Background: an optimization exercise with open tools, aiming at small area, a short achievable clock period and few clock cycles per item. Do not read the settings as production practice. The RTL was checked by simulation tests, not by an equivalence proof against the original design. Power figures rest on the tool's default switching activity, not on a simulated workload.

==> inputs of yarrow <==
==> flow/design.v (excerpt) <==
module multi_64_33_9_10_16_3(clk, reset, s_data_in_x, s_valid_x, s_ready_x, m_data_out_y, m_valid_y, m_ready_y);
  input                       clk, reset, s_valid_x, m_ready_y;
  input signed [15:0]         s_data_in_x;
  output logic                s_ready_x, m_valid_y;
  output logic signed [15:0]  m_data_out_y;
  logic [5:0] cnt;               
  logic       acc_in;
  assign acc_in = s_valid_x & s_ready_x;
  logic signed [15:0] x_r;
  logic       v1;
  logic [5:0] i1;
  always_ff @(posedge clk) begin
    x_r <= s_data_in_x;
    i1  <= cnt;
    if (reset) begin
      cnt <= 6'd0;
      v1  <= 1'b0;
    end else begin
      v1  <= acc_in;
      if (acc_in) cnt <= cnt + 6'd1;
    end
  end
  logic signed [15:0] l1_in1;    
  always_ff @(posedge clk) l1_in1 <= x_r;
  logic signed [15:0] l1_d3;
  assign l1_d3 = (x_r <<< 1) + x_r;
  logic signed [15:0] l1_d5;
  assign l1_d5 = (x_r <<< 2) + x_r;
  logic signed [15:0] l1_d9;
  assign l1_d9 = (x_r <<< 3) + x_r;
  logic signed [15:0] l1_d17;
  assign l1_d17 = (x_r <<< 4) + x_r;
  logic signed [15:0] l1_d65;
  assign l1_d65 = (x_r <<< 6) + x_r;
  logic signed [15:0] l1_m3, l1_f3;
  assign l1_m3 = l1_d3;
  logic signed [15:0] l1_m9, l1_f9;
  assign l1_m9 = l1_d9;
  logic signed [15:0] l1_m13, l1_f13;
  assign l1_m13 = x_r + (l1_d3 <<< 2);
  logic signed [15:0] l1_m17, l1_f17;
  assign l1_m17 = l1_d17;
  logic signed [15:0] l1_m27, l1_f27;
  assign l1_m27 = (x_r <<< 5) - l1_d5;
  logic signed [15:0] l1_m37, l1_f37;
  assign l1_m37 = (x_r <<< 5) + l1_d5;
  logic signed [15:0] l1_m43, l1_f43;
  assign l1_m43 = l1_d3 + (l1_d5 <<< 3);
  logic signed [15:0] l1_m45, l1_f45;
  assign l1_m45 = (l1_d3 <<< 4) - l1_d3;
  logic signed [15:0] l1_m49, l1_f49;
  assign l1_m49 = x_r + (l1_d3 <<< 4);
  logic signed [15:0] l1_m65, l1_f65;
  ...
make LEC_CHECK=0 CAP_MARGIN=20 CORE_MARGIN=2 CORE_UTILIZATION=40 SETUP_SLACK_MARGIN=5 SLEW_MARGIN=20 finish   # period 10.0 ns
run.sh (not shown) runs the stock make flow with config.mk's settings and CLKGATE_MAP_FILE= SYNTH_SCRIPT=/design/flow/synth_recipe.tcl, a recipe that flattens the netlist after the stock synthesis.
==> violet: changes against yarrow <==
==> flow/flow/run.sh (new file) <==
#!/bin/bash
set -euo pipefail
MARGIN=$(cat flow/margin.txt)
echo "running standard.sh with SETUP_SLACK_MARGIN=$MARGIN" > flow_run.log
bash standard.sh SETUP_SLACK_MARGIN=$MARGIN finish > standard_make.log 2>&1
echo "done" >> flow_run.log
==> flow/flow/margin.txt (new file) <==
6.7
==> flow/standard.sh (new file) <==
#!/bin/bash
# synth_recipe.tcl (not shown) runs the flow's synth.tcl, then flattens the netlist and writes it again
# the make line also repeats each setting of config.mk as NAME=value (left out here)
make -C /OpenROAD-flow-scripts/flow DESIGN_CONFIG=/design/flow/config.mk WORK_HOME=/design/flow/orfs CLKGATE_MAP_FILE= SYNTH_SCRIPT=/design/flow/synth_recipe.tcl "${@:-finish}"
Settings changed: SETUP_SLACK_MARGIN 5 to not set.
removed: flow/run.sh
==> pepper: changes against yarrow <==
Settings changed: SETUP_SLACK_MARGIN 5 to not set.
==> notes.md <==
metric                                                                                 violet                    pepper                    yarrow
Slew @ Worst Pin                                                                     1.935 ns                  1.264 ns                  1.312 ns
Headroom to the max-slew limit                                                        -0.2993                    0.1573                    0.1254
Number of global-route vias before repair                                               94690                     83610                     83550
Data required time of the critical path                                              10.77 ns                  10.73 ns                  10.76 ns
Power per unit of standard cell area                                             301.9 nW/um2              285.5 nW/um2              285.7 nW/um2
Hold-critical path endpoint                                                            ci5[3]                     i2[4]                     i2[5]
Antenna violations before repair                                                           30                        20                        22
Run status                                                                    failed layout checks   complete, no violations   complete, no violations
Layout check failures                         max-capacitance violations, max-slew violations                         -                         -
GRT met3 Usage                                                                        0.04574                   0.02699                   0.02831
Reg-to-reg critical path endpoint                                                 l1_f203[15]               l1_f203[15]               l1_f205[15]
Crit-path slowest cell                                                  sky130_fd_sc_hd__ha_1  sky130_fd_sc_hd__dfxtp_2  sky130_fd_sc_hd__dfxtp_4
Area taken by multi-input logic gates                                               84100 um2                 68650 um2                 68910 um2
Layout net count                                                                        15120                     13620                     13660
Met3 WL post-DR                                                                      30120 um                  18520 um                  19270 um
Start of the worst register-to-register path                                           x_r[9]                    x_r[5]                    x_r[2]
Non-clock buffer share                                                                0.09801                  0.009634                   0.01315
Testbench counts of yarrow, summed over its fixed seeds: cycles 5,176, frames 80.
Testbench counts of violet, summed over its fixed seeds: cycles 5,176, frames 80.
Testbench counts of pepper, summed over its fixed seeds: cycles 5,176, frames 80.

## separate check: timing with driven ports
The flow's constraints put no driver on any port. The routed layouts listed below were extracted and timed again, unchanged, in two steps.
Step 1, drivers: a clkbuf_16 drives clk and a buf_2 each remaining input, both assumed.
Step 2 times the ports against the registers' clock, not the clock port: input delays grow and output delays shrink by t, the midpoint of the rising clock arrivals with the driver on.
Three values: ideal ports, drivers, drivers and shift; two values: the first two.
run	shift t [ns]	slack for setup (ns)	clock arrival spread, ns	worst data-port slew with drivers (ns)	pins driven straight from the clock port
yarrow	0.940	5.164 / 5.164 / 5.164	0.053 / 0.053	0.05	1
violet	0.959	5.457 / 5.457 / 5.457	0.060 / 0.059	0.07	1
pepper	0.954	4.009 / 4.009 / 4.009	0.056 / 0.055	0.06	1
